Background: an optimization exercise with open tools, aiming at a short achievable clock period. Do not read the settings as production practice.
Function was checked by simulation only, so behaviour that the tests miss may differ from the original.
Power is estimated from default activity; no workload was simulated.

## flow/design.v (module list and top-level ports; edited modules follow where they fit)
// module call_stack: 132 lines
// module ras_predictor: 105 lines
// module bhistory_table: 44 lines
// module pqGshare_bpredictor: 175 lines
// module static_bpredictor: 50 lines
// module fetch_unit: 230 lines
// module opfwd_control: 215 lines
// module rf_rdctl: 25 lines
// module bram_dp_r2w1: 39 lines
// module regfile: 81 lines
// module decode_unit: 341 lines
// module exu_branch_unit: 200 lines
// module alu: 97 lines
// module loadstore_unit: 92 lines
// module execution_unit: 289 lines
// module memory_access_unit: 121 lines
// module writeback_unit: 134 lines
// module pqr5_core_top: 526 lines
module pqr5_core_top #(
   parameter PC_INIT         = 32'h0000_0000,           
   parameter IS_RF_ON_BRAM   = 0,     
   parameter EN_BPREDICT_DYN = 1,   
   parameter BHT_IDW         = 8,           
   parameter BHT_TYPE        = "flops",          
   parameter BHT_BIAS        = 2'b10,          
   parameter GHRW            = (8+2),              
   parameter EN_RAS          = 1,            
   parameter RAS_DPT         = 8            
)
(   
   input  logic             clk                 ,   
   input  logic             aresetn             ,   
   input  logic             i_ext_stall         ,   
   output logic [32-1:0] o_imem_pc           ,   
   output logic             o_imem_pc_valid     ,   
   input  logic             i_imem_stall        ,   
   input  logic [32-1:0] i_imem_pc           ,   
   input  logic [32-1:0] i_imem_pkt          ,   
   input  logic             i_imem_pkt_valid    ,   
   output logic             o_imem_stall        ,   
   output logic             o_imem_flush        ,   
   output logic             o_dmem_wen          ,   
   output logic [32-1:0] o_dmem_addr         ,   
   output logic [1:0]       o_dmem_size         ,   
   output logic [32-1:0] o_dmem_wdata        ,   
   output logic             o_dmem_req          ,   
   input  logic             i_dmem_stall        ,   
   output logic             o_dmem_flush        ,   
   input  logic [32-1:0] i_dmem_rdata        ,   
   input  logic             i_dmem_ack          ,   
   output logic             o_dmem_stall            
);
  // ...
==> flow/flow/run.sh <==
#!/bin/bash
set -euo pipefail
MARGIN=${SETUP_MARGIN_OVERRIDE:-6}
sed -E "s/\"\\$\\{@:-finish\\}\"/SETUP_SLACK_MARGIN=${MARGIN} \"\${@:-finish}\"/" standard.sh > standard_margin.sh
grep -q "SETUP_SLACK_MARGIN=${MARGIN} " standard_margin.sh
bash standard_margin.sh synth > synth.log 2>&1
bash standard_margin.sh floorplan > floorplan.log 2>&1
bash standard_margin.sh place > place.log 2>&1
bash standard_margin.sh cts > cts.log 2>&1
bash standard_margin.sh route > route.log 2>&1
bash standard_margin.sh finish > finish.log 2>&1
test -f out/final.def
==> flow/standard.sh <==
#!/bin/bash
# synth_recipe.tcl (not shown) runs the flow's synth.tcl, then flattens the netlist and writes it again
# the make line also repeats each setting of config.mk as NAME=value (left out here)
make -C /OpenROAD-flow-scripts/flow DESIGN_CONFIG=/design/flow/config.mk WORK_HOME=/design/flow/orfs CLKGATE_MAP_FILE= SYNTH_SCRIPT=/design/flow/synth_recipe.tcl "${@:-finish}"
==> flow/config.mk <==
export PLATFORM = sky130hd
export DESIGN_NAME = pqr5_core_top
export DESIGN_NICKNAME = pqr5_core_top
export VERILOG_FILES = /design/flow/design.v
export SDC_FILE = /design/flow/constraint.sdc
export NUM_CORES = 4
export LEC_CHECK = 0
export ABC_CLOCK_PERIOD_IN_PS = 4000
export CAP_MARGIN = 35
export CORE_MARGIN = 2
export CORE_UTILIZATION = 40
export PLACE_DENSITY = 0.6
export SETUP_SLACK_MARGIN = 5
export SLEW_MARGIN = 35
export TNS_END_PERCENT = 100
==> flow/constraint.sdc <==
create_clock -name core_clock -period 10.0 [get_ports {clk}]
set_input_delay 2.0000 -clock core_clock [delete_from_list [all_inputs] [get_ports {clk}]]
set_output_delay 2.0000 -clock core_clock [all_outputs]
set_load 0.01 [all_outputs]
==> summary.md, run 1 <==
| Metric | Value |
|---|---|
| Reg-to-reg endpoint | inst_execution_unit.inst_alu.result_rg[30] |
| Multi-input gate area | about 73000 um^2 |
| Top sig layer | met5 |
| CTS Buf Count | 280 |
| Vias per cell | 6.34 |
| I/O pin cnt | 208 |
| Nets | 13753 |
| Average size of a mapped cell | 11.0 um^2 |
| Commonest non-fill, non-tap cell in the layout | nand2_1 |
| Power share of the combinational group | between 20 and 30% |
| Max incr delay on CP | about 0.5 ns |
| Die width | just under 600 um |
| PwrDens | between 150 and 200 nW/um^2 |
| Seq pwr share | 39.8% |
| Pre-Repair DR Iteration Count | 7 |
| Share of cells above drive strength 1 | slightly below 30% |
| Pins Over Slew Limit | 0 |
| Util after Layout | between 50% and 60% |
| Post-Place Cells | approximately 17000 |
| Worst-Skew Late Latency | roughly 0.95 ns |
| Seq area share | 40.7% |
| Flop-to-flop setup slack | ~4.7 ns |
| Hold endpoint | inst_decode_unit.du_ghr_snapshot_rg[7] |
| Final instance area | 174000 um^2 |
| Grt ovf | 0 |
| DR DRC count | 0 |
| Fraction of area in multi-input gates | a little over two fifths |
| Final setup vio count | 0 |
| Most used cell, CP | a211oi_4 |
| FMAX | around 190 MHz |
| Multi-input gate count | roughly 9100 |
| CTS tree | built |
| Switch Pwr | roughly 12000 uW |
| Layout area overhead | 24.3% |
| Min-Delay Path Depth | 2 |
| Min-delay worst type | flop to flop |
| Fin. Hold Viols | 0 |
| Status | timing/DRC/antenna clean |
| Vias in the first global route | around 110k |
| Core Footprint | approximately 350000 um^2 |
| First-pass GRT wire length | around 800000 um |
| Static Leakage | between 0.06 and 0.07 uW |
==> module fetch_unit, before the edit <==
module fetch_unit #(
   parameter PC_INIT         = 32'h0000_0000        ,   
   parameter EN_BPREDICT_DYN = 1,   
   parameter BHT_IDW         = 8        ,   
   parameter BHT_TYPE        = "flops"       ,   
   parameter BHT_BIAS        = 2'b10       ,   
   parameter GHRW            = (8+2)           ,   
   parameter EN_RAS          = 1         ,   
   parameter RAS_DPT         = 8        ,   
   localparam BPCW           = BHT_IDW+2       ,   
   localparam RPTW           = $clog2(RAS_DPT)     
)
(   
   input  logic             clk                ,   
   input  logic             aresetn            ,   
   output logic [32-1:0] o_imem_pc          ,   
   output logic             o_imem_pc_valid    ,   
   input  logic             i_imem_stall       ,   
   input  logic [32-1:0] i_imem_pc          ,   
   input  logic [32-1:0] i_imem_pkt         ,   
   input  logic             i_imem_pkt_valid   ,   
   output logic             o_imem_stall       ,   
   output logic             o_imem_flush       ,   
   output logic [32-1:0] o_du_pc            ,   
   output logic [32-1:0] o_du_instr         ,   
   output logic             o_du_br_taken      ,   
   output logic [GHRW-1:0]  o_du_ghr_snapshot  ,   
   input  logic             i_ras_rbk_en       ,   
   input  logic [RPTW-1:0]  i_ras_rbk_ptr      ,   
   input  logic             i_ras_rbk_full     ,   
   input  logic             i_ras_rbk_incr_ptr ,   
   input  logic             i_du_is_call       ,   
   input  logic             i_du_is_ret_taken  ,   
   output logic             o_du_is_call       ,   
   output logic [32-1:0] o_du_ras_ret_addr  ,   
   output logic             o_du_ras_ret_taken ,   
   output logic [RPTW-1:0]  o_du_ras_snap_ptr  ,   
   output logic             o_du_ras_snap_full ,   
   output logic             o_du_bubble        ,   
   input  logic             i_du_stall         ,   
   input  logic             i_exu_bp_upd_ghr   ,   
   input  logic             i_exu_bp_upd_bht   ,   
   input  logic [BPCW-1:0]  i_exu_bp_idx_pc    ,   
   input  logic [GHRW-1:0]  i_exu_bp_idx_ghr   ,   
   input  logic             i_exu_bp_sts_btaken,   
   input  logic             i_exu_bu_flush     ,   
   input  logic [32-1:0] i_exu_bu_pc            
);
logic [32-1:0] pc_rg              ;   
logic             pc_valid_rg        ;   
logic             pc_rst_flag_rg     ;   
logic [32-1:0] pc_plus_four       ;   
logic [32-1:0] nxt_pc             ;   
logic [32-1:0] instr_rg [1]       ;   
logic             instr_valid_rg [1] ;   
logic [32-1:0] instr_pc_rg [1]    ;   
logic             branch_taken       ;   
logic             bp_flush           ;   
logic [32-1:0] branch_pc          ;   
logic [32-1:0] instr              ;   
logic             instr_valid        ;   
logic [32-1:0] instr_pc           ;   
logic [6:0]       op                 ;   
logic [2:0]       funct3             ;   
logic [32-1:0] immJ, immB         ;   
logic             is_op_jal          ;   
logic             is_op_branch       ;   
logic [4:0]       rs0, rdt             ;   
logic             is_call, is_ret      ;   
logic [32-1:0] ras_ret_addr         ;   
logic             ras_ret_taken        ;   
logic is_call_rg, is_ret_rg            ;   
logic             ras_flush            ;   
logic             stall           ;   
logic             fu_stall_ext    ;   
logic             flush           ;   
logic             bu_or_ras_flush ;   
logic             bu_or_bp_flush  ;   
logic             bp_or_ras_flush ;   
logic             fu_flush_ext    ;   
always_ff @(posedge clk or negedge aresetn) begin
   if (!aresetn) begin
      pc_rg          <= '0   ; 
      pc_valid_rg    <= 1'b0 ; 
      pc_rst_flag_rg <= 1'b1 ;         
   end   
   else begin
      if      (i_exu_bu_flush) begin pc_rg <= i_exu_bu_pc ; end   
      else if (bp_flush)       begin pc_rg <= branch_pc   ; end   
      else if (ras_flush)      begin pc_rg <= ras_ret_addr; end   
      else if (!i_imem_stall)  begin pc_rg <= nxt_pc      ; end   
      if (!i_imem_stall) begin pc_valid_rg <= 1'b1 ;  end   
      if (!i_imem_stall) begin pc_rst_flag_rg <= 1'b0 ; end              
   end
end 
assign pc_plus_four = pc_rg + 32'(4) ;
assign nxt_pc       = pc_rst_flag_rg ? PC_INIT : pc_plus_four ;
always_ff @(posedge clk or negedge aresetn) begin
   if (!aresetn) begin
      instr_rg      [0] <= 32'h0000_0013 ;
      instr_valid_rg[0] <= 1'b0       ;
      instr_pc_rg   [0] <= PC_INIT    ;
   end
   else begin 
      if (!stall) begin instr_rg[0] <= i_imem_pkt ; end   
      if      (flush)                     begin instr_valid_rg[0] <= 1'b0 ; end               
      else if (bp_or_ras_flush && !stall) begin instr_valid_rg[0] <= 1'b0 ; end               
      else if (!stall)                    begin instr_valid_rg[0] <= i_imem_pkt_valid ; end   
      if (!stall) begin instr_pc_rg[0] <= i_imem_pc ; end             
   end
end
generate
if (!EN_BPREDICT_DYN) begin : GEN_BPREDICT_STT
   static_bpredictor inst_static_bpredictor(
      .clk            (clk)          ,
      .aresetn        (aresetn)      ,
      .i_pc           (instr_pc)     ,            
      .i_stall        (stall)        ,
      .i_is_op_jal    (is_op_jal)    ,    
      .i_is_op_branch (is_op_branch) ,   
      .i_immJ         (immJ)         ,      
      .i_immB         (immB)         , 
      .i_instr_valid  (instr_valid & ~bu_or_ras_flush),   
      .o_branch_pc    (branch_pc)    ,  
      .o_branch_taken (branch_taken) ,
      .o_flush        (bp_flush)
   );
end else begin : GEN_BPREDICT_DYN
   pqGshare_bpredictor#(
      .GHRW     (GHRW),
      .BHT_IDW  (BHT_IDW),
      .BHT_TYPE (BHT_TYPE),
      .BHT_BIAS (BHT_BIAS)
   ) inst_pqGshare_bpredictor (
      .clk            (clk)          ,
      .aresetn        (aresetn)      ,
      .i_req_pc       (instr_pc)     ,   
      .i_stall        (stall)        ,
      .i_is_op_jal    (is_op_jal)    ,    
      .i_is_op_branch (is_op_branch) ,  
      .i_immJ         (immJ)         ,      
      .i_immB         (immB)         ,  
      .i_instr_valid  (instr_valid & ~bu_or_ras_flush),   
      .o_branch_pc    (branch_pc)    ,
      .o_pred_btaken  (branch_taken) ,
      .o_ghr_snapshot (o_du_ghr_snapshot),   
      .o_flush        (bp_flush)     ,
      .i_upd_ghr      (i_exu_bp_upd_ghr),
      .i_upd_bht      (i_exu_bp_upd_bht),
      .i_upd_idx_pc   (i_exu_bp_idx_pc) ,
      .i_upd_idx_ghr  (i_exu_bp_idx_ghr),
      .i_actual_btaken(i_exu_bp_sts_btaken)
   );
end   
endgenerate
generate
if (EN_RAS) begin : GEN_RAS
ras_predictor #(
   .ST_DPT (RAS_DPT),
   .ST_DW  (32)
)  inst_ras_predictor (
   .clk               (clk),
   .aresetn           (aresetn),
   .i_st_rbk_en       (i_ras_rbk_en),
   .i_st_rbk_ptr      (i_ras_rbk_ptr),
   .i_st_rbk_full     (i_ras_rbk_full),
   .i_st_rbk_incr_ptr (i_ras_rbk_incr_ptr),
   .i_is_call_fu      (is_call_rg & instr_valid_rg[0]),   
   .i_is_call_du      (i_du_is_call),                     
   .i_is_ret_taken_du (i_du_is_ret_taken),                
   .i_pc              (instr_pc),
   .i_stall           (stall),
   .i_is_call         (is_call),
   .i_is_ret          (is_ret),
   .i_instr_valid     (instr_valid & ~bu_or_bp_flush),   
   .o_st_snap_ptr     (o_du_ras_snap_ptr),
   .o_st_snap_full    (o_du_ras_snap_full),
   .o_ret_addr        (ras_ret_addr),
   .o_ret_taken       (ras_ret_taken),
   .o_flush           (ras_flush)
);
assign rs0     = instr[19:15];
assign rdt     = instr[11:7];
assign is_call = ((op == OP_JALR) || (op == OP_JAL)) && (rdt == 5'd1);
assign is_ret  =  (op == OP_JALR) && (rs0 == 5'd1)   && (rdt == 5'd0);
always_ff @(posedge clk or negedge aresetn) begin
   if (!aresetn) begin
      is_call_rg <= 1'b0;
      is_ret_rg  <= 1'b0;
   end
   else if (!stall) begin 
      is_call_rg <= is_call ;
      is_ret_rg  <= is_ret  ;              
   end
end
end   
else begin : NO_RAS
   assign is_call_rg = 1'b0 ;   
   assign is_ret_rg  = 1'b0 ;   
   assign ras_flush  = 1'b0 ;   
end
endgenerate
assign instr        = i_imem_pkt        ;
assign instr_valid  = i_imem_pkt_valid  ;
assign instr_pc     = i_imem_pc         ;
assign immJ         = {{(32-20){instr[31]}}, instr[19:12], instr[20], instr[30:21], 1'b0} ;
assign immB         = {{(32-12){instr[31]}}, instr[7], instr[30:25], instr[11:8], 1'b0}   ;
assign op           = instr[6:0]        ;
assign funct3       = instr[14:12]      ;
assign is_op_jal    = (op == OP_JAL)    ;  
assign is_op_branch = (op == OP_BRANCH) && (funct3 != 3'b010) && (funct3 != 3'b011) ;
assign stall        = i_du_stall & instr_valid_rg[0] ;   
assign fu_stall_ext = stall        ;
assign o_imem_stall = fu_stall_ext ;   
assign flush           = i_exu_bu_flush             ;   
assign bu_or_ras_flush = flush    | ras_flush       ;
assign bu_or_bp_flush  = flush    | bp_flush        ; 
assign bp_or_ras_flush = bp_flush | ras_flush       ;
assign fu_flush_ext    = flush    | bp_or_ras_flush ;   
assign o_imem_flush    = fu_flush_ext               ;   
assign o_imem_pc       = pc_rg        ;
assign o_imem_pc_valid = pc_valid_rg  ;
assign o_du_pc       =  instr_pc_rg[0]    ; 
assign o_du_instr    =  instr_rg[0]       ;
assign o_du_br_taken =  branch_taken      ;
assign o_du_bubble   = ~instr_valid_rg[0] ;   
assign o_du_is_call       = is_call_rg    ;
assign o_du_ras_ret_addr  = ras_ret_addr  ;
assign o_du_ras_ret_taken = ras_ret_taken ;
endmodule
==> module opfwd_control, before the edit <==
module opfwd_control (
   input  logic             clk                 ,
   input  logic             aresetn             ,
   input  logic [4:0]       i_fu_rs0            ,   
   input  logic [4:0]       i_fu_rs1            ,   
   input  logic [4:0]       i_du_rdt            ,   
   input  logic             i_du_hold           ,   
   input  logic             i_exu_hold          ,   
   input  logic             i_wbu_hold          ,   
   input  logic             i_nxt_is_rsb_type   ,   
   input  logic             i_nxt_is_i_type     ,   
   input  logic             i_du_is_rsb_type    ,   
   input  logic             i_du_is_i_type_rg   ,   
   input  logic             i_du_rdt_not_x0     ,   
   input  logic             i_nxt_exu_riuj      ,   
   input  logic             i_nxt_exu_nx0       ,
   input  logic             i_nxt_bu_sel        ,
   input  logic             i_nxt_mac_riuj      ,
   input  logic             i_nxt_mac_nx0       ,
   input  logic             i_nxt_mac_is_load   ,
   input  logic             i_nxt_wb_riuj       ,
   input  logic             i_nxt_wb_nx0        ,
   input  logic             i_nxt_risb          ,
   input  logic             i_nxt_rsb           ,
   input  logic             i_nxt_i_type        ,
   input  logic             i_nxt_u_type        ,
   input  logic             i_nxt_lui           ,
   input  logic [32-1:0] i_rf_op0            ,
   input  logic [32-1:0] i_rf_op1            ,
   input  logic [32-1:0] i_du_pc             ,
   input  logic [4:0]       i_du_rs0            ,
   input  logic [4:0]       i_du_rs1            ,
   input  logic             i_du_is_i_type      ,
   input  logic [11:0]      i_du_i_type_imm     ,
   input  logic             i_du_is_u_type      ,
   input  logic [19:0]      i_du_u_type_imm     ,
   input  logic             i_du_is_lui         ,
   input  logic             i_du_instr_rsb      ,
   input  logic             i_du_instr_risb     ,
   input  logic [32-1:0] i_exu_bu_result     ,   
   input  logic [32-1:0] i_exu_alu_result    ,   
   input  logic             i_exu_bu_sel        ,   
   input  logic [4:0]       i_exu_rdt           ,
   input  logic             i_exu_rdt_not_x0    ,
   input  logic             i_exu_instr_riuj    ,
   input  logic [32-1:0] i_dmem_load_data    ,
   input  logic [32-1:0] i_dmem_rdata        ,   
   input  logic [2:0]       i_maccu_funct3      ,   
   input  logic [1:0]       i_maccu_addr_lsb    ,   
   input  logic [32-1:0] i_maccu_wbdata      ,
   input  logic             i_is_load           ,
   input  logic [4:0]       i_maccu_rdt         ,
   input  logic             i_maccu_rdt_not_x0  ,
   input  logic             i_maccu_instr_riuj  ,
   input  logic [32-1:0] i_wbu_result        ,
   input  logic [4:0]       i_wbu_rdt           ,
   input  logic             i_wbu_rdt_not_x0    ,
   input  logic             i_wbu_instr_riuj    ,
   output logic             o_rs0_eq_exu_rdt    ,
   output logic             o_rs1_eq_exu_rdt    ,
   output logic             o_src_eq_dest       ,   
   output logic [32-1:0] o_fwd_op0           ,
   output logic [32-1:0] o_fwd_rs0           ,   
   output logic [32-1:0] o_fwd_rs1           ,   
   output logic [32-1:0] o_fwd_op1
);
logic e_e0, e_e1, e_m0, e_m1, e_w0, e_w1 ;
logic n_e0, n_e1, n_m0, n_m1, n_w0, n_w1 ;
always_comb begin
   case ({i_du_hold, i_exu_hold})
      2'b00  : begin n_e0 = (i_fu_rs0 == i_du_rdt ); n_e1 = (i_fu_rs1 == i_du_rdt ); end
      2'b01  : begin n_e0 = (i_fu_rs0 == i_exu_rdt); n_e1 = (i_fu_rs1 == i_exu_rdt); end
      2'b10  : begin n_e0 = (i_du_rs0 == i_du_rdt ); n_e1 = (i_du_rs1 == i_du_rdt ); end
      default: begin n_e0 = (i_du_rs0 == i_exu_rdt); n_e1 = (i_du_rs1 == i_exu_rdt); end
   endcase
   case ({i_du_hold, i_exu_hold})
      2'b00  : begin n_m0 = (i_fu_rs0 == i_exu_rdt  ); n_m1 = (i_fu_rs1 == i_exu_rdt  ); end
      2'b01  : begin n_m0 = (i_fu_rs0 == i_maccu_rdt); n_m1 = (i_fu_rs1 == i_maccu_rdt); end
      2'b10  : begin n_m0 = (i_du_rs0 == i_exu_rdt  ); n_m1 = (i_du_rs1 == i_exu_rdt  ); end
      default: begin n_m0 = (i_du_rs0 == i_maccu_rdt); n_m1 = (i_du_rs1 == i_maccu_rdt); end
   endcase
   case ({i_du_hold, i_wbu_hold})
      2'b00  : begin n_w0 = (i_fu_rs0 == i_maccu_rdt); n_w1 = (i_fu_rs1 == i_maccu_rdt); end
      2'b01  : begin n_w0 = (i_fu_rs0 == i_wbu_rdt  ); n_w1 = (i_fu_rs1 == i_wbu_rdt  ); end
      2'b10  : begin n_w0 = (i_du_rs0 == i_maccu_rdt); n_w1 = (i_du_rs1 == i_maccu_rdt); end
      default: begin n_w0 = (i_du_rs0 == i_wbu_rdt  ); n_w1 = (i_du_rs1 == i_wbu_rdt  ); end
   endcase
end
always_ff @(posedge clk or negedge aresetn) begin
   if (!aresetn) begin
      e_e0 <= 1'b1 ; e_e1 <= 1'b1 ;
      e_m0 <= 1'b1 ; e_m1 <= 1'b1 ;
      e_w0 <= 1'b1 ; e_w1 <= 1'b1 ;
   end
   else begin
      e_e0 <= n_e0 ; e_e1 <= n_e1 ;
      e_m0 <= n_m0 ; e_m1 <= n_m1 ;
      e_w0 <= n_w0 ; e_w1 <= n_w1 ;
   end
end
assign o_rs0_eq_exu_rdt = e_e0 ;
logic sed_rg, n_rsb, n_i, n_exu_nx0 ;
assign n_rsb     = i_du_hold  ? i_du_is_rsb_type : i_nxt_is_rsb_type ;
assign n_i       = i_du_hold  ? i_du_is_i_type_rg : i_nxt_is_i_type  ;
assign n_exu_nx0 = i_exu_hold ? i_exu_rdt_not_x0 : i_du_rdt_not_x0   ;
always_ff @(posedge clk or negedge aresetn) begin
   if (!aresetn) sed_rg <= 1'b0 ;
   else          sed_rg <= n_exu_nx0 & ((n_rsb & (n_e0 | n_e1)) | (n_i & n_e0)) ;
end
assign o_src_eq_dest = sed_rg ;
assign o_rs1_eq_exu_rdt = e_e1 ;
function automatic logic [9:0] fwd_sel (
   input logic raw_e, input logic raw_m, input logic raw_w,
   input logic bu_sel, input logic is_load
);
   logic n ;
   n = ~(raw_e | raw_m | raw_w) ;
   fwd_sel = {raw_e & bu_sel, raw_e & ~bu_sel, ~raw_e & raw_m & is_load, ~raw_e & raw_m & ~is_load, ~raw_e & ~raw_m & raw_w, n, 4'b0} ;
endfunction
logic nraw_e0, nraw_m0, nraw_w0, nraw_e1, nraw_m1, nraw_w1 ;
assign nraw_e0 = i_nxt_exu_riuj & i_nxt_risb & n_e0 & i_nxt_exu_nx0 ;
assign nraw_m0 = i_nxt_mac_riuj & i_nxt_risb & n_m0 & i_nxt_mac_nx0 ;
assign nraw_w0 = i_nxt_wb_riuj  & i_nxt_risb & n_w0 & i_nxt_wb_nx0  ;
assign nraw_e1 = i_nxt_exu_riuj & i_nxt_rsb  & n_e1 & i_nxt_exu_nx0 ;
assign nraw_m1 = i_nxt_mac_riuj & i_nxt_rsb  & n_m1 & i_nxt_mac_nx0 ;
assign nraw_w1 = i_nxt_wb_riuj  & i_nxt_rsb  & n_w1 & i_nxt_wb_nx0  ;
logic [9:0] nsel0, nsel1 ;
assign nsel0 = fwd_sel(nraw_e0, nraw_m0, nraw_w0, i_nxt_bu_sel, i_nxt_mac_is_load) ;
assign nsel1 = fwd_sel(nraw_e1, nraw_m1, nraw_w1, i_nxt_bu_sel, i_nxt_mac_is_load) ;
logic s0_ebu, s0_ealu, s0_mld, s0_mwb, s0_wb, s0_rf, s0_pc ;
logic s1_ebu, s1_ealu, s1_mld, s1_mwb, s1_wb, s1_rf, s1_immi, s1_immu ;
logic n0, n1 ;
always_ff @(posedge clk or negedge aresetn) begin
   if (!aresetn) begin
      {s0_ebu, s0_ealu, s0_mld, s0_mwb, s0_wb, n0, s0_rf, s0_pc}          <= 8'b00000110 ;
      {s1_ebu, s1_ealu, s1_mld, s1_mwb, s1_wb, n1, s1_rf, s1_immi, s1_immu} <= 9'b000001100 ;
   end
   else begin
      {s0_ebu, s0_ealu, s0_mld, s0_mwb, s0_wb, n0} <= nsel0[9:4] ;
      s0_rf   <= nsel0[4] & ~i_nxt_u_type ;
      s0_pc   <= nsel0[4] &  i_nxt_u_type & ~i_nxt_lui ;
      {s1_ebu, s1_ealu, s1_mld, s1_mwb, s1_wb, n1} <= nsel1[9:4] ;
      s1_rf   <= nsel1[4] & ~(i_nxt_i_type | i_nxt_u_type) ;
      s1_immi <= nsel1[4] &  i_nxt_i_type ;
      s1_immu <= nsel1[4] & ~i_nxt_i_type & i_nxt_u_type ;
   end
end
logic [32-1:0] immI, immU ;
assign immI = {{(32-12){i_du_i_type_imm[11]}}, i_du_i_type_imm} ;
assign immU = {i_du_u_type_imm, {(32-20){1'b0}}} ;
logic ld_w, ld_h, ld_b, ld_s ;
logic [3:0] lsb_oh, sel_lo, sgn_hi, sgn_mid ;
logic [2:0] sel_mid ;
assign ld_w    = i_maccu_funct3[1] ;
assign ld_h    = ~i_maccu_funct3[1] &  i_maccu_funct3[0] ;
assign ld_b    = ~i_maccu_funct3[1] & ~i_maccu_funct3[0] ;
assign ld_s    = ~i_maccu_funct3[2] ;
assign lsb_oh  = 4'b0001 << i_maccu_addr_lsb ;
assign sel_lo  = ld_w ? 4'b0001 : lsb_oh ;
assign sel_mid = {ld_h & lsb_oh[2], ld_h & lsb_oh[1], ld_w | (ld_h & lsb_oh[0])} ;
assign sgn_mid = {4{ld_b & ld_s}} & lsb_oh ;
assign sgn_hi  = ({4{ld_b & ld_s}} & lsb_oh) | ({4{ld_h & ld_s}} & {lsb_oh[2:0], 1'b0}) ;
function automatic logic [32-1:0] ld_fwd (
   input logic             s,
   input logic [32-1:0] rd,
   input logic [3:0]       lo,
   input logic [2:0]       mid,
   input logic             w,
   input logic [3:0]       shi,
   input logic [3:0]       smid
);
   logic [3:0] lo_s, shi_s, smid_s ;
   logic [2:0] mid_s ;
   logic       w_s, sh, sm ;
   lo_s   = lo   & {4{s}} ;
   mid_s  = mid  & {3{s}} ;
   w_s    = w    & s ;
   shi_s  = shi  & {4{s}} ;
   smid_s = smid & {4{s}} ;
   sh     = |(shi_s  & {rd[31], rd[23], rd[15], rd[7]}) ;
   sm     = |(smid_s & {rd[31], rd[23], rd[15], rd[7]}) ;
   ld_fwd[7:0]   = ({8{lo_s[0]}} & rd[7:0])   | ({8{lo_s[1]}} & rd[15:8]) |
                   ({8{lo_s[2]}} & rd[23:16]) | ({8{lo_s[3]}} & rd[31:24]) ;
   ld_fwd[15:8]  = ({8{mid_s[0]}} & rd[15:8]) | ({8{mid_s[1]}} & rd[23:16]) |
                   ({8{mid_s[2]}} & rd[31:24]) | {8{sm}} ;
   ld_fwd[31:16] = ({16{w_s}} & rd[31:16]) | {16{sh}} ;
endfunction
assign o_fwd_op0 = ({32{s0_ebu }} & i_exu_bu_result ) |
                   ({32{s0_ealu}} & i_exu_alu_result) |
                   ld_fwd(s0_mld, i_dmem_rdata, sel_lo, sel_mid, ld_w, sgn_hi, sgn_mid) |
                   ({32{s0_mwb }} & i_maccu_wbdata  ) |
                   ({32{s0_wb  }} & i_wbu_result    ) |
                   ({32{s0_rf  }} & i_rf_op0        ) |
                   ({32{s0_pc  }} & i_du_pc         ) ;
assign o_fwd_op1 = ({32{s1_ebu }} & i_exu_bu_result ) |
                   ({32{s1_ealu}} & i_exu_alu_result) |
                   ld_fwd(s1_mld, i_dmem_rdata, sel_lo, sel_mid, ld_w, sgn_hi, sgn_mid) |
                   ({32{s1_mwb }} & i_maccu_wbdata  ) |
                   ({32{s1_wb  }} & i_wbu_result    ) |
                   ({32{s1_rf  }} & i_rf_op1        ) |
                   ({32{s1_immi}} & immI            ) |
                   ({32{s1_immu}} & immU            ) ;
assign o_fwd_rs0 = ({32{s0_ebu }} & i_exu_bu_result ) |
                   ({32{s0_ealu}} & i_exu_alu_result) |
                   ld_fwd(s0_mld, i_dmem_rdata, sel_lo, sel_mid, ld_w, sgn_hi, sgn_mid) |
                   ({32{s0_mwb }} & i_maccu_wbdata  ) |
                   ({32{s0_wb  }} & i_wbu_result    ) |
                   ({32{n0     }} & i_rf_op0        ) ;
assign o_fwd_rs1 = ({32{s1_ebu }} & i_exu_bu_result ) |
                   ({32{s1_ealu}} & i_exu_alu_result) |
                   ld_fwd(s1_mld, i_dmem_rdata, sel_lo, sel_mid, ld_w, sgn_hi, sgn_mid) |
                   ({32{s1_mwb }} & i_maccu_wbdata  ) |
                   ({32{s1_wb  }} & i_wbu_result    ) |
                   ({32{n1     }} & i_rf_op1        ) ;
endmodule
==> module exu_branch_unit, before the edit <==
module exu_branch_unit #(
   parameter PC_INIT         = 32'h0000_0000,           
   parameter GHRW            = (8+2),              
   parameter BPCW            = 8+2          
)
(
   input  logic             clk              ,   
   input  logic             aresetn          ,   
   input  logic             i_stall          ,   
   input  logic [32-1:0] i_pc             ,   
   input  logic             i_bubble         ,   
   input  logic             i_is_b_type      ,   
   input  logic             i_is_jalr        ,   
   input  logic             i_is_j_or_jalr   ,   
   input  logic [2:0]       i_funct3         ,   
   input  logic [11:0]      i_immI           ,   
   input  logic [11:0]      i_immB           ,   
   input  logic [32-1:0] i_op0            ,   
   input  logic [32-1:0] i_op1            ,   
   input  logic             i_op0_lt_op1     ,   
   input  logic             i_sign_op0_lt_op1,   
   input  logic             i_branch_taken   ,   
   input  logic [32-1:0] i_ras_ret_addr   ,   
   input  logic             i_ras_ret_taken  ,   
   output logic             o_is_ras_mispred ,   
   input  logic [GHRW-1:0]  i_bp_ghr_snapshot,   
   output logic             o_bp_upd_ghr     ,   
   output logic             o_bp_upd_bht     ,   
   output logic [BPCW-1:0]  o_bp_idx_pc      ,   
   output logic [GHRW-1:0]  o_bp_idx_ghr     ,   
   output logic             o_bp_sts_btaken  ,   
   output logic [32-1:0] o_nxt_instr_pc   ,   
   output logic             o_bubble         ,   
   output logic             o_branch_taken   ,   
   output logic [32-1:0] o_branch_pc      ,   
   output logic             o_flush              
);
logic [32-1:0] nxt_instr_pc_rg               ;   
logic             branch_taken, branch_taken_rg ;   
logic             bp_branch_taken_rg            ;   
logic             en_branch_comp_rg             ;   
logic [32-1:0] branch_tgt, branch_tgt_rg     ;   
logic             use_tgt, use_tgt_rg           ;   
logic             bubble, bubble_rg             ;   
logic             flush                         ;   
logic [32-1:0] immI, immB                    ;   
logic [32-1:0] pc_plus_4                     ;   
logic [32-1:0] pc_plus_immB                  ;   
logic [32-1:0] op0_plus_immI                 ;   
logic [32-1:0] jalr_branch_addr              ;   
logic             is_op0_eq_op1, is_op0_lt_op1  ;   
logic             is_sign_op0_lt_op1            ;   
logic             is_branch_taken_diff          ;   
logic             ovr_bp_sts_btaken_rg          ;   
logic is_ras_pred_true ;   
always_ff @(posedge clk or negedge aresetn) begin
   if (!aresetn) begin
      nxt_instr_pc_rg    <= PC_INIT   ;
      bubble_rg          <= 1'b1      ;
      branch_taken_rg    <= 1'b0      ;
      bp_branch_taken_rg <= 1'b0      ;
      branch_tgt_rg      <= PC_INIT   ;
      use_tgt_rg         <= 1'b0      ;
      ovr_bp_sts_btaken_rg <= 1'b0    ;
   end
   else if (!i_stall) begin 
      nxt_instr_pc_rg    <= pc_plus_4      ;
      bubble_rg          <= bubble         ;  
      branch_taken_rg    <= branch_taken   ;
      bp_branch_taken_rg <= i_ras_ret_taken? is_ras_pred_true : i_branch_taken ;
      branch_tgt_rg      <= branch_tgt     ;
      use_tgt_rg         <= use_tgt        ;
      ovr_bp_sts_btaken_rg <= i_ras_ret_taken;   
   end
end
logic [32-1:0] ras_cmp_z, ras_cmp_k ;
assign ras_cmp_z = {i_ras_ret_addr[32-1:1], i_op0[0] ^ immI[0]} ;
assign ras_cmp_k = (i_op0 & immI) | ((i_op0 | immI) & ~ras_cmp_z) ;
assign is_ras_pred_true = ~i_ras_ret_addr[0] && ((i_op0 ^ immI ^ ras_cmp_z) == {ras_cmp_k[32-2:0], 1'b0}) ;
assign o_is_ras_mispred = i_ras_ret_taken & ~is_ras_pred_true ;   
always_ff @(posedge clk or negedge aresetn) begin
   if (!aresetn) begin
      en_branch_comp_rg  <= 1'b0;
   end
   else if (flush)    begin en_branch_comp_rg <= 1'b0      ; end   
   else if (!i_stall) begin en_branch_comp_rg <= ~i_bubble ; end
end
always_comb begin
   case ({i_is_j_or_jalr, i_is_b_type})
      2'b10   : begin
                   branch_taken = 1'b1 ;
                end
      2'b01   : begin
                   case (i_funct3)
                      F3_BEQ  : branch_taken =  is_op0_eq_op1      ;                
                      F3_BNE  : branch_taken = ~is_op0_eq_op1      ; 
                      F3_BLT  : branch_taken =  is_sign_op0_lt_op1 ;
                      F3_BGE  : branch_taken = ~is_sign_op0_lt_op1 ;
                      F3_BLTU : branch_taken =  is_op0_lt_op1      ;
                      F3_BGEU : branch_taken = ~is_op0_lt_op1      ;
                      default : branch_taken =  1'b0               ;   
                   endcase
                end
      default : branch_taken = 1'b0 ;   
   endcase
end
function automatic logic [32-1:0] ks_add (input logic [32-1:0] a, input logic [32-1:0] b, input logic cin);
   logic [32-1:0] p, g, gg, pp, gn, pn ;
   p  = a ^ b ;
   g  = a & b ;
   gg = g ;
   pp = p ;
   gg[0] = g[0] | (p[0] & cin) ;
   for (integer d = 1; d < 32; d = d * 2) begin
      gn = gg ;
      pn = pp ;
      for (integer i = d; i < 32; i = i + 1) begin
         gn[i] = gg[i] | (pp[i] & gg[i-d]) ;
         pn[i] = pp[i] & pp[i-d] ;
      end
      gg = gn ;
      pp = pn ;
   end
   ks_add = p ^ {gg[32-2:0], cin} ;
endfunction
function automatic logic [1:0] cmp31 (input logic [30:0] a, input logic [30:0] b);
   logic [31:0] lt, eq ;
   lt = {1'b0, ~a & b} ;
   eq = {1'b1, ~(a ^ b)} ;
   for (integer w = 1; w < 32; w = w * 2) begin
      for (integer i = 0; i < 32; i = i + 2*w) begin
         lt[i] = lt[i+w] | (eq[i+w] & lt[i]) ;
         eq[i] = eq[i+w] & eq[i] ;
      end
   end
   cmp31 = {lt[0], eq[0]} ;
endfunction
logic [1:0] cmp_low ;
logic       msb_eq ;
assign cmp_low              = cmp31(i_op0[30:0], i_op1[30:0]) ;
assign msb_eq               = ~(i_op0[31] ^ i_op1[31]) ;
assign is_op0_eq_op1        = msb_eq & cmp_low[0] ;
assign is_op0_lt_op1        = (~i_op0[31] & i_op1[31]) | (msb_eq & cmp_low[1]) ;
assign is_sign_op0_lt_op1   = ( i_op0[31] & ~i_op1[31]) | (msb_eq & cmp_low[1]) ;
always_comb begin
   branch_tgt = i_is_jalr ? jalr_branch_addr : pc_plus_immB ;
   case ({i_is_jalr, i_is_b_type})
      2'b10   : use_tgt = 1'b1 ;
      2'b01   : use_tgt = branch_taken ;
      default : use_tgt = 1'b0 ;
   endcase
end
assign jalr_branch_addr = op0_plus_immI & {{32-1{1'b1}}, 1'b0} ;   
assign is_branch_taken_diff = branch_taken_rg ^ bp_branch_taken_rg     ;   
assign flush                = is_branch_taken_diff & en_branch_comp_rg ;   
assign bubble = i_is_j_or_jalr ? i_bubble : 1'b1 ;   
assign immI          = {{(32-12){i_immI[11]}}, i_immI}             ;   
assign immB          = {{(32-12){i_immB[11]}}, i_immB[10:0], 1'b0} ;   
assign pc_plus_4     = i_pc  + 32'(4) ;
assign op0_plus_immI = ks_add(i_op0, immI, 1'b0) ;
assign pc_plus_immB  = ks_add(i_pc, immB, 1'b0) ;
assign o_nxt_instr_pc = nxt_instr_pc_rg ;
assign o_branch_taken = branch_taken_rg ;
assign o_branch_pc    = use_tgt_rg ? branch_tgt_rg : nxt_instr_pc_rg ;
assign o_bubble       = bubble_rg       ;
assign o_flush        = flush           ;
logic is_legal_branch     ;   
logic upd_ghr, upd_ghr_ff ;   
logic upd_bht, upd_bht_ff ;   
assign is_legal_branch = i_is_b_type && (i_funct3 != 3'b010) && (i_funct3 != 3'b011);
assign upd_ghr = (i_is_j_or_jalr || is_legal_branch) & ~i_bubble ;   
assign upd_bht = is_legal_branch & ~i_bubble ;                       
always_ff @(posedge clk or negedge aresetn) begin
   if (!aresetn) begin
      upd_ghr_ff <= 1'b0 ;
      upd_bht_ff <= 1'b0 ;
   end
   else begin 
      upd_ghr_ff <= i_stall ? 1'b0 : upd_ghr ;   
      upd_bht_ff <= i_stall ? 1'b0 : upd_bht ;   
   end
end
logic [BPCW-1:0] bp_idx_pc_rg  ;
logic [GHRW-1:0] bp_idx_ghr_rg ;
always_ff @(posedge clk or negedge aresetn) begin
   if (!aresetn) begin
      bp_idx_pc_rg  <= '0 ;
      bp_idx_ghr_rg <= '0 ;
   end
   else if (!i_stall) begin 
      bp_idx_pc_rg  <= i_pc[BPCW-1:0]    ; 
      bp_idx_ghr_rg <= i_bp_ghr_snapshot ;
   end
end
assign o_bp_upd_ghr    = upd_ghr_ff      ;
assign o_bp_upd_bht    = upd_bht_ff      ;
assign o_bp_idx_pc     = bp_idx_pc_rg    ;
assign o_bp_idx_ghr    = bp_idx_ghr_rg   ;
assign o_bp_sts_btaken = ovr_bp_sts_btaken_rg? 1'b1 : branch_taken_rg;   
endmodule
==> run 2: changes to the inputs <==
--- a/flow/design.v
+++ b/flow/design.v
@@ -594,6 +594,7 @@
    output logic             o_du_ras_ret_taken ,   
    output logic [RPTW-1:0]  o_du_ras_snap_ptr  ,   
    output logic             o_du_ras_snap_full ,   
+   output logic             o_nxt_instr_valid  ,   
    output logic             o_du_bubble        ,   
    input  logic             i_du_stall         ,   
    input  logic             i_exu_bp_upd_ghr   ,   
@@ -785,6 +786,7 @@
 assign o_du_is_call       = is_call_rg    ;
 assign o_du_ras_ret_addr  = ras_ret_addr  ;
 assign o_du_ras_ret_taken = ras_ret_taken ;
+assign o_nxt_instr_valid = flush ? 1'b0 : (stall ? instr_valid_rg[0] : (~bp_or_ras_flush & i_imem_pkt_valid)) ;
 endmodule
 module opfwd_control (
    input  logic             clk                 ,
@@ -813,6 +815,8 @@
    input  logic             i_nxt_i_type        ,
    input  logic             i_nxt_u_type        ,
    input  logic             i_nxt_lui           ,
+   input  logic [2:0]       i_nxt_funct3        ,   
+   input  logic [1:0]       i_nxt_addr_lsb      ,   
    input  logic [32-1:0] i_rf_op0            ,
    input  logic [32-1:0] i_rf_op1            ,
    input  logic [32-1:0] i_du_pc             ,
@@ -847,6 +851,7 @@
    output logic             o_rs0_eq_exu_rdt    ,
    output logic             o_rs1_eq_exu_rdt    ,
    output logic             o_src_eq_dest       ,   
+   output logic             o_nxt_src_eq_dest   ,   
    output logic [32-1:0] o_fwd_op0           ,
    output logic [32-1:0] o_fwd_rs0           ,   
    output logic [32-1:0] o_fwd_rs1           ,   
@@ -893,8 +898,9 @@
 assign n_exu_nx0 = i_exu_hold ? i_exu_rdt_not_x0 : i_du_rdt_not_x0   ;
 always_ff @(posedge clk or negedge aresetn) begin
    if (!aresetn) sed_rg <= 1'b0 ;
-   else          sed_rg <= n_exu_nx0 & ((n_rsb & (n_e0 | n_e1)) | (n_i & n_e0)) ;
+   else          sed_rg <= o_nxt_src_eq_dest ;
 end
+assign o_nxt_src_eq_dest = n_exu_nx0 & ((n_rsb & (n_e0 | n_e1)) | (n_i & n_e0)) ;
 assign o_src_eq_dest = sed_rg ;
 assign o_rs1_eq_exu_rdt = e_e1 ;
 function automatic logic [9:0] fwd_sel (
@@ -936,53 +942,55 @@
 logic [32-1:0] immI, immU ;
 assign immI = {{(32-12){i_du_i_type_imm[11]}}, i_du_i_type_imm} ;
 assign immU = {i_du_u_type_imm, {(32-20){1'b0}}} ;
-logic ld_w, ld_h, ld_b, ld_s ;
-logic [3:0] lsb_oh, sel_lo, sgn_hi, sgn_mid ;
-logic [2:0] sel_mid ;
-assign ld_w    = i_maccu_funct3[1] ;
-assign ld_h    = ~i_maccu_funct3[1] &  i_maccu_funct3[0] ;
-assign ld_b    = ~i_maccu_funct3[1] & ~i_maccu_funct3[0] ;
-assign ld_s    = ~i_maccu_funct3[2] ;
-assign lsb_oh  = 4'b0001 << i_maccu_addr_lsb ;
-assign sel_lo  = ld_w ? 4'b0001 : lsb_oh ;
-assign sel_mid = {ld_h & lsb_oh[2], ld_h & lsb_oh[1], ld_w | (ld_h & lsb_oh[0])} ;
-assign sgn_mid = {4{ld_b & ld_s}} & lsb_oh ;
-assign sgn_hi  = ({4{ld_b & ld_s}} & lsb_oh) | ({4{ld_h & ld_s}} & {lsb_oh[2:0], 1'b0}) ;
-function automatic logic [32-1:0] ld_fwd (
-   input logic             s,
-   input logic [32-1:0] rd,
-   input logic [3:0]       lo,
-   input logic [2:0]       mid,
-   input logic             w,
-   input logic [3:0]       shi,
-   input logic [3:0]       smid
-);
-   logic [3:0] lo_s, shi_s, smid_s ;
-   logic [2:0] mid_s ;
-   logic       w_s, sh, sm ;
-   lo_s   = lo   & {4{s}} ;
-   mid_s  = mid  & {3{s}} ;
-   w_s    = w    & s ;
-   shi_s  = shi  & {4{s}} ;
-   smid_s = smid & {4{s}} ;
-   sh     = |(shi_s  & {rd[31], rd[23], rd[15], rd[7]}) ;
-   sm     = |(smid_s & {rd[31], rd[23], rd[15], rd[7]}) ;
-   ld_fwd[7:0]   = ({8{lo_s[0]}} & rd[7:0])   | ({8{lo_s[1]}} & rd[15:8]) |
-                   ({8{lo_s[2]}} & rd[23:16]) | ({8{lo_s[3]}} & rd[31:24]) ;
-   ld_fwd[15:8]  = ({8{mid_s[0]}} & rd[15:8]) | ({8{mid_s[1]}} & rd[23:16]) |
-                   ({8{mid_s[2]}} & rd[31:24]) | {8{sm}} ;
-   ld_fwd[31:16] = ({16{w_s}} & rd[31:16]) | {16{sh}} ;
+function automatic logic [15:0] ld_sel (input logic s, input logic [2:0] f3, input logic [1:0] lsb);
+   logic w, h, b, sg ;
+   logic [3:0] oh, lo, shi, smid ;
+   logic [2:0] mid ;
+   w    = f3[1] ;
+   h    = ~f3[1] &  f3[0] ;
+   b    = ~f3[1] & ~f3[0] ;
+   sg   = ~f3[2] ;
+   oh   = 4'b0001 << lsb ;
+   lo   = w ? 4'b0001 : oh ;
+   mid  = {h & oh[2], h & oh[1], w | (h & oh[0])} ;
+   smid = {4{b & sg}} & oh ;
+   shi  = ({4{b & sg}} & oh) | ({4{h & sg}} & {oh[2:0], 1'b0}) ;
+   ld_sel = {lo & {4{s}}, shi & {4{s}}, mid & {3{s}}, w & s, smid & {4{s}}} ;
+endfunction
+logic [15:0] ls0, ls1 ;
+always_ff @(posedge clk or negedge aresetn) begin
+   if (!aresetn) begin
+      ls0 <= '0 ;
+      ls1 <= '0 ;
+   end
+   else begin
+      ls0 <= ld_sel(nsel0[7], i_nxt_funct3, i_nxt_addr_lsb) ;
+      ls1 <= ld_sel(nsel1[7], i_nxt_funct3, i_nxt_addr_lsb) ;
+   end
+end
+function automatic logic [32-1:0] ld_fwd (input logic [32-1:0] rd, input logic [15:0] ls);
+   logic [3:0] lo, shi, smid ;
+   logic [2:0] mid ;
+   logic       w, sh, sm ;
+   {lo, shi, mid, w, smid} = ls ;
+   sh = |(shi  & {rd[31], rd[23], rd[15], rd[7]}) ;
+   sm = |(smid & {rd[31], rd[23], rd[15], rd[7]}) ;
+   ld_fwd[7:0]   = ({8{lo[0]}} & rd[7:0])   | ({8{lo[1]}} & rd[15:8]) |
+                   ({8{lo[2]}} & rd[23:16]) | ({8{lo[3]}} & rd[31:24]) ;
+   ld_fwd[15:8]  = ({8{mid[0]}} & rd[15:8]) | ({8{mid[1]}} & rd[23:16]) |
+                   ({8{mid[2]}} & rd[31:24]) | {8{sm}} ;
+   ld_fwd[31:16] = ({16{w}} & rd[31:16]) | {16{sh}} ;
 endfunction
 assign o_fwd_op0 = ({32{s0_ebu }} & i_exu_bu_result ) |
                    ({32{s0_ealu}} & i_exu_alu_result) |
-                   ld_fwd(s0_mld, i_dmem_rdata, sel_lo, sel_mid, ld_w, sgn_hi, sgn_mid) |
+                   ld_fwd(i_dmem_rdata, ls0) |
                    ({32{s0_mwb }} & i_maccu_wbdata  ) |
                    ({32{s0_wb  }} & i_wbu_result    ) |
                    ({32{s0_rf  }} & i_rf_op0        ) |
                    ({32{s0_pc  }} & i_du_pc         ) ;
 assign o_fwd_op1 = ({32{s1_ebu }} & i_exu_bu_result ) |
                    ({32{s1_ealu}} & i_exu_alu_result) |
-                   ld_fwd(s1_mld, i_dmem_rdata, sel_lo, sel_mid, ld_w, sgn_hi, sgn_mid) |
+                   ld_fwd(i_dmem_rdata, ls1) |
                    ({32{s1_mwb }} & i_maccu_wbdata  ) |
                    ({32{s1_wb  }} & i_wbu_result    ) |
                    ({32{s1_rf  }} & i_rf_op1        ) |
@@ -990,13 +998,13 @@
                    ({32{s1_immu}} & immU            ) ;
 assign o_fwd_rs0 = ({32{s0_ebu }} & i_exu_bu_result ) |
                    ({32{s0_ealu}} & i_exu_alu_result) |
-                   ld_fwd(s0_mld, i_dmem_rdata, sel_lo, sel_mid, ld_w, sgn_hi, sgn_mid) |
+                   ld_fwd(i_dmem_rdata, ls0) |
                    ({32{s0_mwb }} & i_maccu_wbdata  ) |
                    ({32{s0_wb  }} & i_wbu_result    ) |
                    ({32{n0     }} & i_rf_op0        ) ;
 assign o_fwd_rs1 = ({32{s1_ebu }} & i_exu_bu_result ) |
                    ({32{s1_ealu}} & i_exu_alu_result) |
-                   ld_fwd(s1_mld, i_dmem_rdata, sel_lo, sel_mid, ld_w, sgn_hi, sgn_mid) |
+                   ld_fwd(i_dmem_rdata, ls1) |
                    ({32{s1_mwb }} & i_maccu_wbdata  ) |
                    ({32{s1_wb  }} & i_wbu_result    ) |
                    ({32{n1     }} & i_rf_op1        ) ;
@@ -1210,6 +1218,9 @@
    output logic             o_nxt_i_type       ,   
    output logic             o_nxt_u_type       ,   
    output logic             o_nxt_lui          ,   
+   output logic             o_nxt_pkt_valid    ,   
+   output logic [32-1:0] o_exu_pc4          ,   
+   output logic [32-1:0] o_exu_pcb          ,   
    output logic             o_exu_is_rsb_type  ,   
    output logic             o_exu_is_i_type_rg ,   
    output logic [11:0]      o_exu_i_type_imm   ,   
@@ -1488,6 +1499,21 @@
 assign o_nxt_i_type = stall ? instr_type_rg[4] : instr_type[4] ;
 assign o_nxt_u_type = stall ? instr_type_rg[1] : instr_type[1] ;
 assign o_nxt_lui    = stall ? is_lui_rg        : is_lui        ;
+assign o_nxt_pkt_valid = flush ? 1'b0 : (stall ? du_pkt_valid_rg : ~i_fu_bubble) ;
+logic [32-1:0] du_pc4_rg, du_pcb_rg, fu_immB ;
+assign fu_immB = {{(32-12){i_fu_instr[31]}}, i_fu_instr[7], i_fu_instr[30:25], i_fu_instr[11:8], 1'b0} ;
+always_ff @(posedge clk or negedge aresetn) begin
+   if (!aresetn) begin
+      du_pc4_rg <= PC_INIT + 32'(4) ;
+      du_pcb_rg <= PC_INIT ;
+   end
+   else if (!stall) begin
+      du_pc4_rg <= i_fu_pc + 32'(4) ;
+      du_pcb_rg <= i_fu_pc + fu_immB ;
+   end
+end
+assign o_exu_pc4 = du_pc4_rg ;
+assign o_exu_pcb = du_pcb_rg ;
 endmodule
 import pqr5_core_pkg :: * ;
 module exu_branch_unit #(
@@ -1507,6 +1533,8 @@
    input  logic [2:0]       i_funct3         ,   
    input  logic [11:0]      i_immI           ,   
    input  logic [11:0]      i_immB           ,   
+   input  logic [32-1:0] i_pc4            ,   
+   input  logic [32-1:0] i_pcb            ,   
    input  logic [32-1:0] i_op0            ,   
    input  logic [32-1:0] i_op1            ,   
    input  logic             i_op0_lt_op1     ,   
@@ -1648,9 +1676,9 @@
 assign bubble = i_is_j_or_jalr ? i_bubble : 1'b1 ;   
 assign immI          = {{(32-12){i_immI[11]}}, i_immI}             ;   
 assign immB          = {{(32-12){i_immB[11]}}, i_immB[10:0], 1'b0} ;   
-assign pc_plus_4     = i_pc  + 32'(4) ;
+assign pc_plus_4     = i_pc4 ;
 assign op0_plus_immI = ks_add(i_op0, immI, 1'b0) ;
-assign pc_plus_immB  = ks_add(i_pc, immB, 1'b0) ;
+assign pc_plus_immB  = i_pcb ;
 assign o_nxt_instr_pc = nxt_instr_pc_rg ;
 assign o_branch_taken = branch_taken_rg ;
 assign o_branch_pc    = use_tgt_rg ? branch_tgt_rg : nxt_instr_pc_rg ;
@@ -1806,7 +1834,10 @@
    output logic [1:0]       o_mem_size  ,   
    output logic [32-1:0] o_mem_data  ,   
    output logic             o_bubble    ,   
-   output logic             o_is_load       
+   output logic             o_is_load   ,   
+   output logic             o_nxt_is_macc_op ,   
+   output logic             o_nxt_is_store   ,   
+   output logic             o_nxt_is_load        
 );
 localparam LOAD  = 1'b0 ;
 localparam STORE = 1'b1 ;
@@ -1880,6 +1911,9 @@
 assign o_mem_data  = mem_data_rg ;
 assign o_bubble    = bubble_rg   ;
 assign o_is_load   = is_load_rg  ;
+assign o_nxt_is_macc_op = ~(i_stall ? bubble_rg : bubble) ;
+assign o_nxt_is_store   = i_stall ? mem_cmd_rg : is_op_store ;
+assign o_nxt_is_load    = i_stall ? is_load_rg : (~bubble & ~is_op_store) ;
 endmodule
 import pqr5_core_pkg :: * ;
 module execution_unit #(
@@ -1895,6 +1929,8 @@
    input  logic [32-1:0] i_op1               ,   
    input  logic [32-1:0] i_rs0               ,   
    input  logic [32-1:0] i_rs1               ,   
+   input  logic [32-1:0] i_du_pc4            ,   
+   input  logic [32-1:0] i_du_pcb            ,   
    output logic             o_exu_bu_flush      ,   
    output logic [32-1:0] o_exu_bu_pc         ,   
    input  logic             i_exu_bu_pred_btaken,   
@@ -1912,6 +1948,9 @@
    output logic             o_nxt_exu_riuj      ,   
    output logic             o_nxt_exu_nx0       ,   
    output logic             o_nxt_bu_sel        ,   
+   output logic             o_nxt_dmem_req      ,   
+   output logic             o_nxt_dmem_wen      ,   
+   output logic             o_nxt_lsu_is_load   ,   
    input  logic             i_du_is_call        ,   
    input  logic [32-1:0] i_du_ras_ret_addr   ,   
    input  logic             i_du_ras_ret_taken  ,   
@@ -1992,7 +2031,9 @@
 logic             is_exu_result_wb     ;   
 logic             is_exu_result_mem    ;   
 logic             is_pipe_inlock       ;
-logic             lsu_is_load          ;   
+logic             lsu_is_load          ;
+logic             nxt_lsu_is_macc_op   ;
+logic             nxt_lsu_is_store     ;   
 logic             stall         ;   
 logic             exu_stall_ext ;   
 logic             op0_lt_op1      ;   
@@ -2006,6 +2047,8 @@
    .clk               (clk)     ,
    .aresetn           (aresetn) ,
    .i_stall           (stall)             ,
+   .i_pc4             (i_du_pc4)          ,
+   .i_pcb             (i_du_pcb)          ,
    .i_pc              (i_du_pc)           ,    
    .i_bubble          (du_bubble)         ,  
    .i_is_b_type       (i_du_is_b_type)    ,  
@@ -2065,7 +2108,10 @@
    .o_mem_size  (lsu_mem_size) ,
    .o_mem_data  (lsu_mem_data) ,    
    .o_bubble    (lsu_bubble)   ,
-   .o_is_load   (lsu_is_load)  
+   .o_is_load   (lsu_is_load)  ,
+   .o_nxt_is_macc_op (nxt_lsu_is_macc_op),
+   .o_nxt_is_store   (nxt_lsu_is_store),
+   .o_nxt_is_load    (o_nxt_lsu_is_load)
 );
 assign bubble_insert = bu_flush | is_pipe_inlock   ;
 assign du_bubble     = i_du_bubble | bubble_insert ;
@@ -2170,6 +2216,10 @@
 assign nxt_bu_bubble  = stall ? bu_bubble  : (i_du_is_jal_or_jalr ? du_bubble : 1'b1) ;
 assign nxt_alu_bubble = stall ? alu_bubble : (i_du_is_alu_op      ? du_bubble : 1'b1) ;
 assign o_nxt_bu_sel   = ~nxt_bu_bubble & nxt_alu_bubble ;
+logic nxt_exu_bubble ;
+assign nxt_exu_bubble = stall ? exu_bubble_rg : exu_bubble ;
+assign o_nxt_dmem_req = nxt_lsu_is_macc_op & ~nxt_exu_bubble ;
+assign o_nxt_dmem_wen = nxt_lsu_is_macc_op & ~nxt_exu_bubble & nxt_lsu_is_store ;
 endmodule
 import pqr5_core_pkg :: * ;
 module memory_access_unit #(
@@ -2200,6 +2250,10 @@
    output logic             o_nxt_mac_riuj     ,   
    output logic             o_nxt_mac_nx0      ,   
    output logic             o_nxt_mac_is_load  ,   
+   output logic             o_nxt_mac_bubble   ,   
+   output logic             o_nxt_mac_is_macc  ,   
+   output logic [2:0]       o_nxt_funct3       ,   
+   output logic [$clog2(32/8)-1:0] o_nxt_addr_lsb     ,   
    input  logic             i_dmem_ack         ,   
    output logic             o_dmem_flush       ,   
    output logic             o_wbu_is_riuj      ,   
@@ -2292,6 +2346,10 @@
 assign o_nxt_mac_riuj    = stall ? maccu_is_riuj_rg : (i_exu_is_riuj & ~exu_bubble) ;
 assign o_nxt_mac_nx0     = stall ? rdt_not_x0_rg    : i_exu_rdt_not_x0 ;
 assign o_nxt_mac_is_load = stall ? is_load_rg       : is_load ;
+assign o_nxt_mac_bubble  = stall ? maccu_bubble_rg : exu_bubble ;
+assign o_nxt_mac_is_macc = stall ? is_macc_rg      : is_macc ;
+assign o_nxt_funct3   = stall ? maccu_funct3_rg  : i_exu_funct3 ;
+assign o_nxt_addr_lsb = stall ? macc_addr_lsb_rg : i_exu_macc_addr[$clog2(32/8)-1:0] ;
 endmodule
 import pqr5_core_pkg :: * ;
 module writeback_unit #(
@@ -2485,6 +2543,18 @@
 logic [32-1:0] opfwd_exu_op0     ;
 logic             opfwd_rs0_eq_exu_rdt ;
 logic             exu_pipe_inlock      ;
+logic [32-1:0] du_exu_pc4           ;
+logic [32-1:0] du_exu_pcb           ;
+logic [2:0]       nxt_mac_funct3       ;
+logic [1:0]       nxt_mac_addr_lsb     ;
+logic             nxt_fu_instr_valid   ;
+logic             nxt_du_pkt_valid     ;
+logic             nxt_mac_bubble       ;
+logic             nxt_mac_is_macc      ;
+logic             nxt_dmem_req         ;
+logic             nxt_dmem_wen         ;
+logic             nxt_lsu_is_load      ;
+logic             nxt_src_eq_dest      ;
 logic             nxt_exu_riuj ;
 logic             nxt_exu_nx0 ;
 logic             nxt_bu_sel ;
@@ -2632,6 +2702,7 @@
    .o_du_ras_ret_taken  (fu_du_ras_ret_taken),
    .o_du_ras_snap_ptr   (fu_du_ras_snap_ptr),
    .o_du_ras_snap_full  (fu_du_ras_snap_full),
+   .o_nxt_instr_valid   (nxt_fu_instr_valid),
    .o_du_bubble         (fu_du_bubble),
    .i_du_stall          (du_fu_stall),
    .i_exu_bp_upd_ghr    (exu_bp_upd_ghr),
@@ -2702,6 +2773,9 @@
    .o_nxt_i_type      (nxt_i_type),
    .o_nxt_u_type      (nxt_u_type),
    .o_nxt_lui         (nxt_lui),
+   .o_nxt_pkt_valid   (nxt_du_pkt_valid),
+   .o_exu_pc4         (du_exu_pc4),
+   .o_exu_pcb         (du_exu_pcb),
    .o_exu_is_rsb_type (du_exu_is_rsb_type),
    .o_exu_is_i_type_rg(du_exu_is_i_type_rg),
    .o_exu_i_type_imm  (du_exu_i_type_imm),
@@ -2765,6 +2839,8 @@
    .i_nxt_i_type        (nxt_i_type),
    .i_nxt_u_type        (nxt_u_type),
    .i_nxt_lui           (nxt_lui),
+   .i_nxt_funct3        (nxt_mac_funct3),
+   .i_nxt_addr_lsb      (nxt_mac_addr_lsb),
    .i_rf_op0            (rf_exu_op0)           ,
    .i_rf_op1            (rf_exu_op1)           ,
    .i_du_pc             (du_exu_pc)            ,
@@ -2799,6 +2875,7 @@
    .o_rs0_eq_exu_rdt    (opfwd_rs0_eq_exu_rdt) ,
    .o_rs1_eq_exu_rdt    (opfwd_rs1_eq_exu_rdt) ,
    .o_src_eq_dest       (opfwd_src_eq_dest)    ,
+   .o_nxt_src_eq_dest   (nxt_src_eq_dest)      ,
    .o_fwd_op0           (opfwd_exu_op0)        ,
    .o_fwd_rs0           (opfwd_exu_rs0)        ,
    .o_fwd_rs1           (opfwd_exu_rs1)        ,
@@ -2815,6 +2892,8 @@
    .i_op1                (opfwd_exu_op1),
    .i_rs0              (opfwd_exu_rs0),
    .i_rs1              (opfwd_exu_rs1),
+   .i_du_pc4           (du_exu_pc4),
+   .i_du_pcb           (du_exu_pcb),
    .o_exu_bu_flush       (exu_bu_flush),   
    .o_exu_bu_pc          (exu_bu_pc),  
    .i_exu_bu_pred_btaken (du_exu_bu_pred_btaken),
@@ -2832,6 +2911,9 @@
    .o_nxt_exu_riuj     (nxt_exu_riuj),
    .o_nxt_exu_nx0      (nxt_exu_nx0),
    .o_nxt_bu_sel       (nxt_bu_sel),
+   .o_nxt_dmem_req     (nxt_dmem_req),
+   .o_nxt_dmem_wen     (nxt_dmem_wen),
+   .o_nxt_lsu_is_load  (nxt_lsu_is_load),
    .i_du_is_call       (du_exu_is_call),
    .i_du_ras_ret_addr  (du_exu_ras_ret_addr),
    .i_du_ras_ret_taken (du_exu_ras_ret_taken),
@@ -2895,16 +2977,20 @@
    .i_exu_macc_addr     (exu_maccu_addr)       ,
    .i_exu_macc_size     (exu_maccu_size)       ,
    .i_exu_macc_data     (exu_maccu_data)       ,
-   .o_dmem_wen          (o_dmem_wen)           ,
+   .o_dmem_wen          ()                     ,
    .o_dmem_addr         (o_dmem_addr)          ,
    .o_dmem_size         (o_dmem_size)          ,
    .o_dmem_wdata        (o_dmem_wdata)         ,
-   .o_dmem_req          (o_dmem_req)           ,
+   .o_dmem_req          ()                     ,
    .i_dmem_stall        (i_dmem_stall)         ,
    .i_ext_stall         (i_ext_stall)          ,
    .o_nxt_mac_riuj      (nxt_mac_riuj)         ,
    .o_nxt_mac_nx0       (nxt_mac_nx0)          ,
    .o_nxt_mac_is_load   (nxt_mac_is_load)      ,
+   .o_nxt_mac_bubble    (nxt_mac_bubble)       ,
+   .o_nxt_mac_is_macc   (nxt_mac_is_macc)      ,
+   .o_nxt_funct3        (nxt_mac_funct3)       ,
+   .o_nxt_addr_lsb      (nxt_mac_addr_lsb)     ,
    .i_dmem_ack          (i_dmem_ack)           ,
    .o_dmem_flush        (o_dmem_flush)         ,
    .o_wbu_is_riuj       (maccu_wbu_is_riuj)    ,
@@ -2952,6 +3038,25 @@
    .o_rdt_not_x0          (wbu_rdt_not_x0_out), 
    .i_stall               (i_ext_stall)        
 );
-assign o_imem_stall = ~fu_du_bubble & du_exu_pkt_valid &
-                      (exu_pipe_inlock | (~maccu_wbu_bubble & (i_ext_stall | i_dmem_stall | (maccu_wbu_is_macc & ~i_dmem_ack)))) ;
+logic os_p1, os_p2, os_p3, dq_x1, dq_x2, dw_y1, dw_y2 ;
+logic nxt_v2 ;
+assign nxt_v2 = nxt_fu_instr_valid & nxt_du_pkt_valid ;
+always_ff @(posedge clk or negedge aresetn) begin
+   if (!aresetn) begin
+      os_p1 <= 1'b0 ; os_p2 <= 1'b0 ; os_p3 <= 1'b0 ;
+      dq_x1 <= 1'b0 ; dq_x2 <= 1'b0 ; dw_y1 <= 1'b0 ; dw_y2 <= 1'b0 ;
+   end
+   else begin
+      os_p1 <= nxt_v2 & nxt_lsu_is_load & nxt_src_eq_dest ;
+      os_p2 <= nxt_v2 & ~nxt_mac_bubble ;
+      os_p3 <= nxt_v2 & ~nxt_mac_bubble & nxt_mac_is_macc ;
+      dq_x1 <= nxt_dmem_req & ~nxt_mac_is_macc ;
+      dq_x2 <= nxt_dmem_req &  nxt_mac_is_macc ;
+      dw_y1 <= nxt_dmem_wen & ~nxt_mac_is_macc ;
+      dw_y2 <= nxt_dmem_wen &  nxt_mac_is_macc ;
+   end
+end
+assign o_imem_stall = os_p1 | (os_p2 & (i_ext_stall | i_dmem_stall)) | (os_p3 & ~i_dmem_ack) ;
+assign o_dmem_req   = ~i_ext_stall & (dq_x1 | (dq_x2 & i_dmem_ack)) ;
+assign o_dmem_wen   = ~i_ext_stall & (dw_y1 | (dw_y2 & i_dmem_ack)) ;
 endmodule
==> summary.md, run 2 <==
| Metric | Value |
|---|---|
| Worst Clk Skew | 0.0759 ns |
| First-pass GRT wire length | 926000 um (+13%) |
| Vias | ~130k |
| Slowest CP cell | a221o_2 |
| Grt ovf | 0 (unchanged) |
| DR DRC count | 0 (unchanged) |
| Share of cells above drive strength 1 | 25.8% (-3.7 points) |
| Max incr delay on CP | 0.50 ns (about the same) |
| Pre-Repair DR Iteration Count | 12 (+5) |
| Vias in the first global route | 121611 (+12%) |
| FF-to-FF path depth | 14 |
| Clk slew on worst S/H paths | 0.06 ns |
| I/O pin cnt | 208 (unchanged) |
| Max-cap violations | 0 |
| Commonest non-fill, non-tap cell in the layout | nand2_1 |
| Mapped Area | 145000 um^2 |
| CTS H-tree depth | 5 |
| CTS tree | built |
| CP Class | input pin to flop |
| Fin. Hold Viols | 0 (unchanged) |
| Min-Delay Path Depth | 2 (unchanged) |
| Static Leakage | 0.0715 uW (+6.3%) |
| Type of origin of the critical path | input pin |
| Initial core utilization | 40.2% |
| Average size of a mapped cell | 9.88 um^2 (-10%) |
| Status | timing/DRC/antenna clean |
| Layout area overhead | 25.8% |
| Yosys top cell area share | between 20% and 30% |
| PwrDens | 208 nW/um^2 (+7.5%) |
| Worst-Skew Late Latency | 0.99 ns (+0.04 ns) |
| Post-synth EDFFs | approximately 1300 |
| RePlAce Congestion | approximately 1.0 |
| Die width | 606 um (+1.8%) |
| Setup TNS | 0 ns |
| Initial DRC count | roughly 20000 |
| Core Footprint | 360000 um^2 (+3.7%) |
| Pins Over Slew Limit | 0 (unchanged) |
| Vias per cell | 6.46 (+1.8%) |
| Nets | 15755 (+15%) |
| Min-delay worst type | flop to flop |
| CTS Buf Count | 294 (+5.0%) |
| Post-Place Cells | 18908 (+12%) |
| Final setup vio count | 0 (unchanged) |
| Count leader, synth | nand2_1 |
| Final std cells w/o fill | about 20000 |
| Final worst slack | 5.08 ns |
| Number of synthesized register bits | ~2600 |
| Most used cell, CP | nor3_1 |
| FMAX | 203 MHz (+9.6%) |
run 2: cell count changes in the layout (fill, tap and decap cells not counted), moves of 40 or more:
| cell | previous run | this run |
|---|---|---|
| ha_4 | 49 | 89 |
| o21ai_0 | 571 | 644 |
| buf_4 | 596 | 710 |
| nand3_2 | 12 | 60 |
| a31oi_1 | 78 | 135 |
| nand2_1 | 2606 | 3530 |
| a21oi_1 | 516 | 455 |
| mux4_2 | 634 | 310 |
| dfrtp_1 | 934 | 1015 |
| nand3_1 | 256 | 924 |
| a222oi_1 | 1 | 48 |
| nand4_1 | 74 | 167 |
run 2: area by class of cell:
class / instances / area, um^2 / area share, %
timing repair buffer: 1361 / 15900 / 8.71
antenna: 38 / 95.1 / 0.0522
multi-input combinational: 10778 / 76300 / 41.9
clock buffer: 378 / 8030 / 4.40
inverter: 239 / 997 / 0.547
tap: 4773 / 5970 / 3.28
sequential: 2639 / 73000 / 40.1
clock inverter: 157 / 1910 / 1.05
run 2: worst min-delay path, stage by stage, from the launching register on:
cell     delay [ns]
dfrtp_1        0.34
nand2_1        0.05
nand2_1        0.05
run 2: metal layers:
metal  track usage [%]  wire length [um]
met1              43.6            243000
met2              50.1            278000
met3              13.4             95000
met4              26.1             65900
met5             0.614               379
run 2: final timing paths:
check	to	slack, ns	startpoint
worst max register to register	inst_execution_unit.inst_alu.result_rg[13]	5.47	inst_opfwd_control.s0_rf
worst min register to register	inst_decode_unit.du_ras_snap_ptr_rg[0]	0.44	flop
worst min-delay path	inst_decode_unit.du_ras_snap_ptr_rg[0]	0.44	flop
min in group asynchronous	asynchronous set/reset pin	0.98	aresetn
worst max-delay path	inst_execution_unit.inst_alu.result_rg[28]	5.08	i_dmem_rdata[23]
max in group asynchronous	inst_memory_access_unit.maccu_funct3_rg[1]	6.95	aresetn
run 2: kinds of logic (layout without fill, tap and decap cells):
kind of cell | after synthesis | after routing | synth area share, %
and+or+nand+nor | 6265 | 6275 | 18.4
muxes | 1041 | 1057 | 10.2
DFF | 2639 | 2639 | 50.4
other | 1 | 39 | 0.00259
AOI/OAI and AO/OA | 2756 | 2769 | 12.3
buffers and inverters | 1278 | 2135 | 3.48
xor gates and xnor gates | 335 | 337 | 2.07
adders and majority gates | 339 | 339 | 3.12
run 2: where the power goes:
| group | switching, uW | leakage [uW] | total (uW) | internal (uW) |
|---|---|---|---|---|
| clock network | 4930 | 0.00484 | 11400 | 6490 |
| registers | 1550 | 0.0282 | 14300 | 12800 |
| logic | 7590 | 0.0384 | 12100 | 4550 |
| total | 14100 | 0.0715 | 37900 | 23800 |
run 2: through the flow:
stage	power [uW]	area (um^2)	utilization (%)
2_1_floorplan	19600	148000	-
3_3_place_gp	23700	154000	42.8
3_5_place_dp	23900	155000	42.9
4_1_cts	36600	176000	49.1
5_1_grt	38800	182000	50.6
6_report	37900	182000	50.6
run 2: repair_timing:
action / 4_1_cts / 5_1_grt
setup buffers: 542 / 194
hold buffers: 0 / 0
resized for setup: 1424 / 607
endpoints found under the setup margin: 2668 / 346
pin swaps: 437 / 423
gates cloned: 99 / 44
endpoints found under the hold margin: 0 / 0
